What follows belongs to an exercise in optimizing a design on an open flow for small area and a short achievable clock period; a production flow would make more cautious choices. Function not checked in this run: the RTL went through the layout flow alone. Power figures rest on the tool's default switching activity, not on a simulated workload.

==> flow/design.v <==
module matmul_fa (input logic a, input logic b, input logic c, output logic s, output logic co);
  assign s = a ^ b ^ c;
  assign co = (a & b) | (a & c) | (b & c);
endmodule
module matmul_aoi (input logic a1, input logic a2, input logic b1, output logic y);
  assign y = ~((a1 & a2) | b1);
endmodule
module matmul_maj (input logic a, input logic b, input logic c, output logic y);
  assign y = (a & b) | (a & c) | (b & c);
endmodule
module matmul_nand (input logic a, input logic b, output logic y);
  assign y = ~(a & b);
endmodule
module matmul_nor (input logic a, input logic b, output logic y);
  assign y = ~(a | b);
endmodule
module matmul_or (input logic a, input logic b, output logic y);
  assign y = a | b;
endmodule
module matmul_xnor (input logic a, input logic b, output logic y);
  assign y = ~(a ^ b);
endmodule
module matmul_xor (input logic a, input logic b, output logic y);
  assign y = a ^ b;
endmodule
module matmul_dot2 (input logic [7:0] a0, input logic [7:0] b0,
                    input logic [7:0] a1, input logic [7:0] b1,
                    output logic [7:0] y);
  wire n1 = ~(a0[0] & b0[0]);
  wire n2 = ~(a1[0] & b1[0]);
  wire n3 = ~(a0[0] & b0[1]);
  wire n4 = ~(a0[1] & b0[0]);
  wire n5 = ~(a1[0] & b1[1]);
  wire n6 = ~(a1[1] & b1[0]);
  wire n7, n8;
  matmul_fa un7 (.a(n3), .b(n4), .c(n5), .s(n7), .co(n8));
  wire n9 = ~(a0[0] & b0[2]);
  wire n10 = ~(a0[1] & b0[1]);
  wire n11;
  matmul_xnor un11 (.a(n9), .b(n10), .y(n11));
  wire n12;
  matmul_or un12 (.a(n9), .b(n10), .y(n12));
  wire n13 = ~(a0[2] & b0[0]);
  wire n14 = ~(a1[0] & b1[2]);
  wire n15 = ~(a1[1] & b1[1]);
  wire n16 = ~(a1[2] & b1[0]);
  wire n17, n18;
  matmul_fa un17 (.a(n13), .b(n14), .c(n15), .s(n17), .co(n18));
  wire n19, n20;
  matmul_fa un19 (.a(n16), .b(n11), .c(n8), .s(n19), .co(n20));
  wire n21 = ~(a0[0] & b0[3]);
  wire n22 = ~(a0[1] & b0[2]);
  wire n23 = ~(a0[2] & b0[1]);
  wire n24 = ~(a0[3] & b0[0]);
  wire n25 = ~(a1[0] & b1[3]);
  wire n26 = ~(a1[1] & b1[2]);
  wire n27 = ~(a1[2] & b1[1]);
  wire n28 = ~(a1[3] & b1[0]);
  wire n29, n30;
  matmul_fa un29 (.a(n21), .b(n22), .c(n23), .s(n29), .co(n30));
  wire n31, n32;
  matmul_fa un31 (.a(n24), .b(n25), .c(n26), .s(n31), .co(n32));
  wire n33, n34;
  matmul_fa un33 (.a(n27), .b(n28), .c(n12), .s(n33), .co(n34));
  wire n35, n36;
  matmul_fa un35 (.a(n18), .b(n29), .c(n31), .s(n35), .co(n36));
  wire n37;
  matmul_xor un37 (.a(n33), .b(n20), .y(n37));
  wire n38;
  matmul_xor un38 (.a(n37), .b(n35), .y(n38));
  wire n39;
  matmul_maj un39 (.a(n33), .b(n20), .c(n35), .y(n39));
  wire n40 = ~(a0[0] & b0[4]);
  wire n41 = ~(a0[1] & b0[3]);
  wire n42;
  matmul_xnor un42 (.a(n40), .b(n41), .y(n42));
  wire n43;
  matmul_or un43 (.a(n40), .b(n41), .y(n43));
  wire n44 = ~(a0[2] & b0[2]);
  wire n45 = ~(a0[3] & b0[1]);
  wire n46 = ~(a0[4] & b0[0]);
  wire n47 = ~(a1[0] & b1[4]);
  wire n48 = ~(a1[1] & b1[3]);
  wire n49 = ~(a1[2] & b1[2]);
  wire n50 = ~(a1[3] & b1[1]);
  wire n51 = ~(a1[4] & b1[0]);
  wire n52, n53;
  matmul_fa un52 (.a(n44), .b(n45), .c(n46), .s(n52), .co(n53));
  wire n54, n55;
  matmul_fa un54 (.a(n47), .b(n48), .c(n49), .s(n54), .co(n55));
  wire n56, n57;
  matmul_fa un56 (.a(n50), .b(n51), .c(n42), .s(n56), .co(n57));
  wire n58, n59;
  matmul_fa un58 (.a(n30), .b(n32), .c(n52), .s(n58), .co(n59));
  wire n60, n61;
  matmul_fa un60 (.a(n54), .b(n34), .c(n56), .s(n60), .co(n61));
  wire n62;
  matmul_xor un62 (.a(n36), .b(n58), .y(n62));
  wire n63;
  matmul_xor un63 (.a(n62), .b(n60), .y(n63));
  wire n64;
  matmul_maj un64 (.a(n36), .b(n58), .c(n60), .y(n64));
  wire n65 = ~(a0[0] & b0[5]);
  wire n66 = ~(a0[1] & b0[4]);
  wire n67 = ~(a0[2] & b0[3]);
  wire n68 = ~(a0[3] & b0[2]);
  wire n69 = ~(a0[4] & b0[1]);
  wire n70 = ~(a0[5] & b0[0]);
  wire n71 = ~(a1[0] & b1[5]);
  wire n72 = ~(a1[1] & b1[4]);
  wire n73 = ~(a1[2] & b1[3]);
  wire n74 = ~(a1[3] & b1[2]);
  wire n75 = ~(a1[4] & b1[1]);
  wire n76 = ~(a1[5] & b1[0]);
  wire n77, n78;
  matmul_fa un77 (.a(n65), .b(n66), .c(n67), .s(n77), .co(n78));
  wire n79, n80;
  matmul_fa un79 (.a(n68), .b(n69), .c(n70), .s(n79), .co(n80));
  wire n81, n82;
  matmul_fa un81 (.a(n71), .b(n72), .c(n73), .s(n81), .co(n82));
  wire n83, n84;
  matmul_fa un83 (.a(n74), .b(n75), .c(n76), .s(n83), .co(n84));
  wire n85, n86;
  matmul_fa un85 (.a(n43), .b(n53), .c(n55), .s(n85), .co(n86));
  wire n87, n88;
  matmul_fa un87 (.a(n77), .b(n79), .c(n81), .s(n87), .co(n88));
  wire n89, n90;
  matmul_fa un89 (.a(n83), .b(n57), .c(n85), .s(n89), .co(n90));
  wire n91;
  matmul_xor un91 (.a(n59), .b(n87), .y(n91));
  wire n92;
  matmul_xor un92 (.a(n91), .b(n61), .y(n92));
  wire n93;
  matmul_maj un93 (.a(n59), .b(n87), .c(n61), .y(n93));
  wire n94;
  matmul_xor un94 (.a(n89), .b(n92), .y(n94));
  wire n95;
  matmul_xor un95 (.a(n94), .b(n64), .y(n95));
  wire n96;
  matmul_maj un96 (.a(n89), .b(n92), .c(n64), .y(n96));
  wire n97 = ~(a0[0] & b0[6]);
  wire n98 = ~(a0[1] & b0[5]);
  wire n99;
  matmul_xnor un99 (.a(n97), .b(n98), .y(n99));
  wire n100;
  matmul_or un100 (.a(n97), .b(n98), .y(n100));
  wire n101 = ~(a0[2] & b0[4]);
  wire n102 = ~(a0[3] & b0[3]);
  wire n103 = ~(a0[4] & b0[2]);
  wire n104 = ~(a0[5] & b0[1]);
  wire n105 = ~(a0[6] & b0[0]);
  wire n106 = ~(a1[0] & b1[6]);
  wire n107 = ~(a1[1] & b1[5]);
  wire n108 = ~(a1[2] & b1[4]);
  wire n109 = ~(a1[3] & b1[3]);
  wire n110 = ~(a1[4] & b1[2]);
  wire n111 = ~(a1[5] & b1[1]);
  wire n112 = ~(a1[6] & b1[0]);
  wire n113, n114;
  matmul_fa un113 (.a(n101), .b(n102), .c(n103), .s(n113), .co(n114));
  wire n115, n116;
  matmul_fa un115 (.a(n104), .b(n105), .c(n106), .s(n115), .co(n116));
  wire n117, n118;
  matmul_fa un117 (.a(n107), .b(n108), .c(n109), .s(n117), .co(n118));
  wire n119, n120;
  matmul_fa un119 (.a(n110), .b(n111), .c(n112), .s(n119), .co(n120));
  wire n121, n122;
  matmul_fa un121 (.a(n99), .b(n78), .c(n80), .s(n121), .co(n122));
  wire n123, n124;
  matmul_fa un123 (.a(n82), .b(n84), .c(n113), .s(n123), .co(n124));
  wire n125, n126;
  matmul_fa un125 (.a(n115), .b(n117), .c(n119), .s(n125), .co(n126));
  wire n127, n128;
  matmul_fa un127 (.a(n86), .b(n121), .c(n88), .s(n127), .co(n128));
  wire n129;
  matmul_xor un129 (.a(n123), .b(n125), .y(n129));
  wire n130;
  matmul_xor un130 (.a(n129), .b(n90), .y(n130));
  wire n131;
  matmul_maj un131 (.a(n123), .b(n125), .c(n90), .y(n131));
  wire n132;
  matmul_xor un132 (.a(n127), .b(n93), .y(n132));
  wire n133;
  matmul_xor un133 (.a(n132), .b(n130), .y(n133));
  wire n134;
  matmul_maj un134 (.a(n127), .b(n93), .c(n130), .y(n134));
  wire n135 = ~(a0[0] & b0[7]);
  wire n136 = ~(a0[1] & b0[6]);
  wire n137 = ~(a0[2] & b0[5]);
  wire n138 = ~(a0[3] & b0[4]);
  wire n139 = ~(a0[4] & b0[3]);
  wire n140 = ~(a0[5] & b0[2]);
  wire n141 = ~(a0[6] & b0[1]);
  wire n142 = ~(a0[7] & b0[0]);
  wire n143 = ~(a1[0] & b1[7]);
  wire n144 = ~(a1[1] & b1[6]);
  wire n145 = ~(a1[2] & b1[5]);
  wire n146 = ~(a1[3] & b1[4]);
  wire n147 = ~(a1[4] & b1[3]);
  wire n148 = ~(a1[5] & b1[2]);
  wire n149 = ~(a1[6] & b1[1]);
  wire n150 = ~(a1[7] & b1[0]);
  wire n151;
  matmul_xor un151 (.a(n135), .b(n136), .y(n151));
  wire n152;
  matmul_xor un152 (.a(n137), .b(n138), .y(n152));
  wire n153;
  matmul_xor un153 (.a(n139), .b(n140), .y(n153));
  wire n154;
  matmul_xor un154 (.a(n141), .b(n142), .y(n154));
  wire n155;
  matmul_xor un155 (.a(n143), .b(n144), .y(n155));
  wire n156;
  matmul_xor un156 (.a(n145), .b(n146), .y(n156));
  wire n157;
  matmul_xor un157 (.a(n147), .b(n148), .y(n157));
  wire n158;
  matmul_xor un158 (.a(n149), .b(n150), .y(n158));
  wire n159;
  matmul_xor un159 (.a(n151), .b(n152), .y(n159));
  wire n160;
  matmul_xor un160 (.a(n153), .b(n154), .y(n160));
  wire n161;
  matmul_xor un161 (.a(n155), .b(n156), .y(n161));
  wire n162;
  matmul_xor un162 (.a(n157), .b(n158), .y(n162));
  wire n163;
  matmul_xor un163 (.a(n100), .b(n159), .y(n163));
  wire n164;
  matmul_xor un164 (.a(n160), .b(n161), .y(n164));
  wire n165;
  matmul_xor un165 (.a(n162), .b(n114), .y(n165));
  wire n166;
  matmul_xor un166 (.a(n116), .b(n118), .y(n166));
  wire n167;
  matmul_xor un167 (.a(n120), .b(n163), .y(n167));
  wire n168;
  matmul_xor un168 (.a(n164), .b(n165), .y(n168));
  wire n169;
  matmul_xor un169 (.a(n166), .b(n167), .y(n169));
  wire n170;
  matmul_xor un170 (.a(n168), .b(n122), .y(n170));
  wire n171;
  matmul_xor un171 (.a(n124), .b(n126), .y(n171));
  wire n172;
  matmul_xor un172 (.a(n169), .b(n170), .y(n172));
  wire n173;
  matmul_xor un173 (.a(n171), .b(n172), .y(n173));
  wire n174;
  matmul_xor un174 (.a(n128), .b(n173), .y(n174));
  wire n175;
  matmul_xor un175 (.a(n174), .b(n131), .y(n175));
  wire n176;
  matmul_xor un176 (.a(n134), .b(n175), .y(n176));
  wire n177;
  matmul_xor un177 (.a(n1), .b(n2), .y(n177));
  wire n178;
  matmul_or un178 (.a(n1), .b(n2), .y(n178));
  wire n179, n180;
  matmul_fa un179 (.a(n6), .b(n7), .c(n178), .s(n179), .co(n180));
  wire n181 = ~n179;
  wire n182, n183;
  matmul_fa un182 (.a(n17), .b(n19), .c(n180), .s(n182), .co(n183));
  wire n184 = ~n182;
  wire n185;
  matmul_xor un185 (.a(n38), .b(n183), .y(n185));
  wire n186;
  matmul_nor un186 (.a(n38), .b(n183), .y(n186));
  wire n187;
  matmul_xor un187 (.a(n39), .b(n63), .y(n187));
  wire n188;
  matmul_nand un188 (.a(n39), .b(n63), .y(n188));
  wire n189;
  matmul_nor un189 (.a(n39), .b(n63), .y(n189));
  wire n190;
  matmul_xor un190 (.a(n187), .b(n186), .y(n190));
  wire n191;
  matmul_aoi un191 (.a1(n188), .a2(n186), .b1(n189), .y(n191));
  wire n192;
  matmul_xor un192 (.a(n95), .b(n191), .y(n192));
  wire n193;
  matmul_nor un193 (.a(n95), .b(n191), .y(n193));
  wire n194;
  matmul_xor un194 (.a(n133), .b(n96), .y(n194));
  wire n195;
  matmul_nand un195 (.a(n133), .b(n96), .y(n195));
  wire n196;
  matmul_nor un196 (.a(n133), .b(n96), .y(n196));
  wire n197;
  matmul_xor un197 (.a(n194), .b(n193), .y(n197));
  wire n198;
  matmul_aoi un198 (.a1(n195), .a2(n193), .b1(n196), .y(n198));
  wire n199;
  matmul_xor un199 (.a(n176), .b(n198), .y(n199));
  assign y = {n199, n197, n192, n190, n185, n184, n181, n177};
endmodule
module matmul(A,B,y,clk);
    input logic [31:0] A;
    input logic [31:0] B;
    output logic [31:0] y;
    input logic clk;
    logic [7:0] y00, y01, y10, y11;
    matmul_dot2 u00 (.a0(A[31:24]), .b0(B[31:24]), .a1(A[23:16]), .b1(B[15:8]), .y(y00));
    matmul_dot2 u01 (.a0(A[31:24]), .b0(B[23:16]), .a1(A[23:16]), .b1(B[7:0]),  .y(y01));
    matmul_dot2 u10 (.a0(A[15:8]),  .b0(B[31:24]), .a1(A[7:0]),   .b1(B[15:8]), .y(y10));
    matmul_dot2 u11 (.a0(A[15:8]),  .b0(B[23:16]), .a1(A[7:0]),   .b1(B[7:0]),  .y(y11));
    always_ff @(posedge clk)
        y <= {y00, y01, y10, y11};
endmodule
==> flow/flow/run.sh <==
#!/bin/bash
# The standard layout (standard.sh) with two changes:
# - buffer_ports gives every port a sky130_fd_sc_hd__buf_6 buffer instead of the delay-buffer
#   cell it picks by default;
# - after global placement, flow/size2.tcl sets each cell that is not near-critical to the smallest drive strength
#   of its family that keeps the worst setup slack, and
#   gives the output ports buf_1 buffers.
# Each tool's full output is in the ORFS logs under orfs/logs; make's output
# is in standard.log.
set -e
export BUFFER_PORTS_ARGS="-buffer_cell sky130_fd_sc_hd__buf_6"
export POST_GLOBAL_PLACE_TCL="$(pwd)/flow/size2.tcl"
bash standard.sh  finish > standard.log 2>&1
==> flow/flow/size2.tcl <==
set outbuf sky130_fd_sc_hd__buf_1
set n 0
foreach port [all_outputs] {
  set net [get_nets [get_full_name $port]]
  foreach pin [get_pins -of_objects $net -filter "direction == output"] {
    set inst [get_cells -of_objects $pin]
    set cell [get_property [get_property $inst liberty_cell] name]
    if {[string match "sky130_fd_sc_hd__buf_*" $cell] && $cell ne $outbuf} {
      replace_cell $inst $outbuf
      incr n
    }
  }
}
puts "size2.tcl: $n output port buffers set to $outbuf"
estimate_parasitics -placement

proc total_area {} {
  set a 0.0
  foreach i [[ord::get_db_block] getInsts] {
    set m [$i getMaster]
    if {[$m getType] eq "CORE"} { set a [expr {$a + [$m getWidth] * [$m getHeight] / 1e6}] }
  }
  return $a
}
puts [format "size2.tcl: start area %.1f wns %.3f" [total_area] [worst_slack -max]]
if {[info exists ::env(SIZE_MARGIN)] && $::env(SIZE_MARGIN) ne ""} {
  repair_timing -setup -setup_margin $::env(SIZE_MARGIN) -skip_last_gasp -verbose
  estimate_parasitics -placement
  puts [format "size2.tcl: after repair_timing area %.1f wns %.3f" [total_area] [worst_slack -max]]
}

set dont_use [expr {[info exists ::env(DONT_USE_CELLS)] ? $::env(DONT_USE_CELLS) : {}}]
array set fam {}
array set carea {}
foreach lc [get_lib_cells sky130_fd_sc_hd__*] {
  set name [get_name $lc]
  if {[lsearch -exact $dont_use $name] >= 0} continue
  if {![regexp {^(sky130_fd_sc_hd__[a-z0-9]+)_([0-9]+)$} $name -> base size]} continue
  set m [[ord::get_db] findMaster $name]
  if {$m eq "NULL"} continue
  set carea($name) [expr {[$m getWidth] * [$m getHeight] / 1e6}]
  lappend fam($base) $name
}
set skip_re {^sky130_fd_sc_hd__(dfxtp|dfxbp|dfrtp|tapvpwrvgnd|fill|decap|conb)}
set W [worst_slack -max]
set changed 0
foreach inst [get_cells *] {
  set lc [get_property $inst liberty_cell]
  if {$lc eq "" || $lc eq "NULL"} continue
  set cell [get_name $lc]
  if {[regexp $skip_re $cell]} continue
  if {![regexp {^(sky130_fd_sc_hd__[a-z0-9]+)_([0-9]+)$} $cell -> base size]} continue
  if {![info exists fam($base)]} continue
  set smaller {}
  foreach alt $fam($base) {
    if {$carea($alt) < $carea($cell) - 1e-6} { lappend smaller [list $carea($alt) $alt] }
  }
  if {![llength $smaller]} continue
  set s 1e9
  foreach pin [get_pins -of_objects $inst -filter "direction == output"] {
    set ps [get_property $pin slack_max]
    if {$ps ne "" && $ps < $s} { set s $ps }
  }
  if {$s < $W + 0.02} continue
  foreach pair [lsort -real -index 0 $smaller] {
    set alt [lindex $pair 1]
    replace_cell $inst $alt
    estimate_parasitics -placement
    if {[worst_slack -max] >= $W - 0.0005} { incr changed; set cell {}; break }
  }
  if {$cell ne {}} {
    replace_cell $inst $cell
    estimate_parasitics -placement
  }
}
puts [format "size2.tcl: downsized %d cells, area %.1f wns %.3f" $changed [total_area] [worst_slack -max]]
==> flow/standard.sh <==
#!/bin/bash
# synth_recipe.tcl (not shown) runs the flow's synth.tcl, then flattens the netlist and writes it again
# the make line also repeats each setting of config.mk as NAME=value (left out here)
make -C /OpenROAD-flow-scripts/flow DESIGN_CONFIG=/design/flow/config.mk WORK_HOME=/design/flow/orfs CLKGATE_MAP_FILE= SYNTH_SCRIPT=/design/flow/synth_recipe.tcl "${@:-finish}"
==> flow/config.mk <==
export PLATFORM = sky130hd
export DESIGN_NAME = matmul
export DESIGN_NICKNAME = matmul
export VERILOG_FILES = /design/flow/design.v
export SDC_FILE = /design/flow/constraint.sdc
export NUM_CORES = 4
export LEC_CHECK = 0
export CAP_MARGIN = 20
export CORE_MARGIN = 2
export CORE_UTILIZATION = 40
export CTS_BUF_LIST = sky130_fd_sc_hd__clkbuf_8
export SLEW_MARGIN = 20
export SYNTH_HIERARCHICAL = 1
export SYNTH_MINIMUM_KEEP_SIZE = 0
==> flow/constraint.sdc <==
create_clock -name core_clock -period 10.0 [get_ports {clk}]
set_input_delay 2.0000 -clock core_clock [delete_from_list [all_inputs] [get_ports {clk}]]
set_output_delay 2.0000 -clock core_clock [all_outputs]
set_load 0.01 [all_outputs]
==> results_dict.tcl <==
set metrics [dict create \
    status "complete, no violations" \
    synth_top_area_cell "fa_1" \
    yosysUniqueCellTypes 12 \
    min_path_cells 3 \
    p_total_mw 1.33 \
    yosysSeqAreaShare_pct 9.65 \
    synthMostInstantiatedCell "nand2_1" \
    crit_type "in -> reg" \
    required_ns 10.22 \
    cts_setup_buffers 0 \
    fin_nets 996 \
    p_per_area_nw_per_um2 185 \
    syn_to_final_growth_pct 7.91 \
    critPathArrivalTime_ns 4.64 \
    reg_top3 "y (32)" \
    maxSlewViolCount 0 \
    num_vias 4956 \
    numClockSinks 32 \
    detail-route-antenna-nets 0 \
    period_share_pct 44.2 \
    final_util_pct 43.7 \
    cts_tree "built" \
    period_needed_ns 4.42 \
    cts_buffers 5 \
    rsz0062_at_grt "no" \
    antenna_found_initial 0 \
    clkTransAtPathRegs_ns 0.07 \
    synth_flop_cell "dfxtp_1" \
    regArea_um2 641 \
    critPathSlowestCell "fa_1" \
    drv_cap 0 \
    finalSetupTns_ns 0 \
    clk_path_buf_depth 2 \
    cts_resized 0 \
    post_drt_wl_per_cell_um 15.3 \
    ys_top_cells_by_count "nand2_1 (296), xor2_1 (184), fa_1 (116)" \
    start_util_pct 40.5 \
    synth_edf_count 0 \
    top_register "y" \
    crit_fanout 14 \
    synth.top_cell.area_share_pct 35.0 \
    largest_reg_flops 32 \
    fillers 1655 \
    totalWireLength_um 15900 \
    cpMostUsedCell "xor2_1" \
    die_w_um 133 \
    grt_max_degree 17 \
    yosys_warnings 7 \
    drive_above_1_share_pct 7.98 \
    leakage_nw 2.70 \
    worstSetupStartpointType "input port" \
    maxSlewHeadroom_pct 75.0 \
    syn_area_um2 6640 \
    drc 0 \
    rows 47 \
    cts_root_buffer "clkbuf_8" \
    worstHoldPathType "in -> reg" \
    netlist_instances 760 \
    n_antenna_cell 0 \
    cts_max_level 2 \
    grt_usage_pct 18.7 \
    async_flop_share_pct 0 \
    ir_worst_vdd_mv 0.0713 \
    synth.area.top_cells "fa_1 (35%), xor2_1 (24%), nand2_1 (17%)" \
    ys_seq_elements 32 \
    hold_buffers 0 \
    drt_iter0_markers 207 \
    avgSynthCellArea_um2 8.74 \
    worstMarginPinSlew_ns 0.375 \
    slowest_delay_ns 0.54 \
    setup_viol 0 \
    core_area_um2 16400 \
    hold_start "A[8]" \
    vias_per_cell 4.79 \
    dieArea_um2 17700 \
    grt_pass1_vias 5109 \
    end_kind "flop" \
    port_buffers 96 \
    grt_first_pass_wirelength_um 26200 \
    hold_viol_final 0 \
    timing.fmax_ghz 0.226 \
    first_pass_iters 4 \
    die_height_um 133 \
    grt.overflow.total 0 \
    min_to "y[0]" \
    synthesis.nets 941 \
    multiInputGateArea_um2 5610 \
    boundaryPins 97 \
    dp_hpwl_um 12700 \
    worstPathCellList "buf_2 > nand2_1 > fa_1 > fa_1 > xor2_1 > xor2_1 > xor2_1 > nand2_1 > a21oi_2 > xor2_1" \
]
cell usage in the layout, fill, tap and decap left out, types with 8 or more instances in the layout:
cell / count
buf_1: 50
maj3_2: 9
buf_4: 20
nor2_1: 16
nand2_1: 296
maj3_1: 15
inv_1: 8
fa_1: 116
dfxtp_1: 32
xnor2_1: 12
xor2_1: 184
or2_1: 16
buf_2: 19
Yosys stat by module, one instance, submodules excluded:
module       flip-flops and latches  copies in the design  cell area [um^2]  cells
matmul_fa                         0                   116              20.0      1
matmul_or                         0                    16              6.26      1
matmul_nor                        0                    16              3.75      1
matmul_nand                       0                     8              3.75      1
matmul                           32                     1               641     32
matmul_xor                        0                   184              8.76      1
matmul_xnor                       0                    12              8.76      1
matmul_aoi                        0                     8              8.76      1
matmul_dot2                       0                     4               358     86
matmul_maj                        0                    24              11.3      1
kinds of logic after synthesis:
family          synth area share, %
compound gates                 1.06
xor+xnor                       25.8
fa+ha+maj                      39.0
buf+inv                        5.28
flops                          9.65
simple gates                   19.1
power by group:
group,switching (mW),internal [mW]
sequential,0.0123,0.200
clock,0.0506,0.0613
combinational,0.564,0.440
area by class of cell:
| type | instances | area share (%) |
|---|---|---|
| sequential | 32 | 8.94 |
| inverter | 8 | 0.419 |
| clock buffer | 7 | 1.34 |
| timing repair buffer | 96 | 7.14 |
| tap | 220 | 3.84 |
| multi-input combinational | 672 | 78.3 |
routing by layer:
metal | up-vias | wire (um) | track usage [%]
li1 | 2370 | - | -
met1 | 2413 | 6890 | 25.4
met2 | 156 | 7660 | 31.4
met3 | 17 | 1080 | 2.84
met4 | 0 | 238 | 4.72
met5 | - | 0 | 0
worst max path at each step:
stage                     startpoint  endpoint  slack (ns)
final                           B[1]      y[7]        5.58
after global routing           A[21]     y[31]        5.34
after CTS                      A[10]      y[7]        5.58
after detailed placement       A[10]      y[7]        5.26
after global placement          A[8]     y[15]        5.33
after floorplan                 A[8]     y[15]        5.35
per-stage QoR:
step	hold WS (ns)	setup slack [ns]	instances	instance area, um^2
3_3_place_gp	2.35	5.33	1028	7680
4_1_cts	2.03	5.58	1035	7170
5_1_grt	2.05	5.34	1035	7170
6_report	2.05	5.58	1035	7170
2_1_floorplan	2.30	5.35	760	6640
3_5_place_dp	2.35	5.26	1028	7070
worst max-delay path, delay by kind of cell:
family | cells | cell delay (ns)
adder cells (fa/ha/maj) | 2 | 1.04
XOR/XNOR | 4 | 0.87
buffers and inverters | 1 | 0.31
AND/OR/NAND/NOR | 2 | 0.26
AO/OA/AOI/OAI | 1 | 0.15

separate check: timing with driven ports:
How much do the figures lean on ideal ports? The routed layout below was timed once more, with nothing changed but the port constraints.
Step 1, drivers: a clkbuf_16 drives clk and a buf_2 each remaining input, both assumed.
Step 2 adds t to the input delays and takes it off the output delays; t is the mean of the earliest and latest rising clock arrival at the registers after step 1. Input paths then give back, and output paths get back, about the clock's delay inside the block.
Slacks: ideal ports / drivers / drivers and shift; pairs: ideal ports / drivers.
t (ns): 0.327
slack for setup (ns): 5.579 / 5.575 / 5.248
worst slew at a driven data input, ns: 0.05
pins driven straight from the clock port: 1
After both steps setup and hold are still met in this run. For this run, drivers alone change the setup slack by -0.004 ns; drivers and shift together by -0.331 ns.
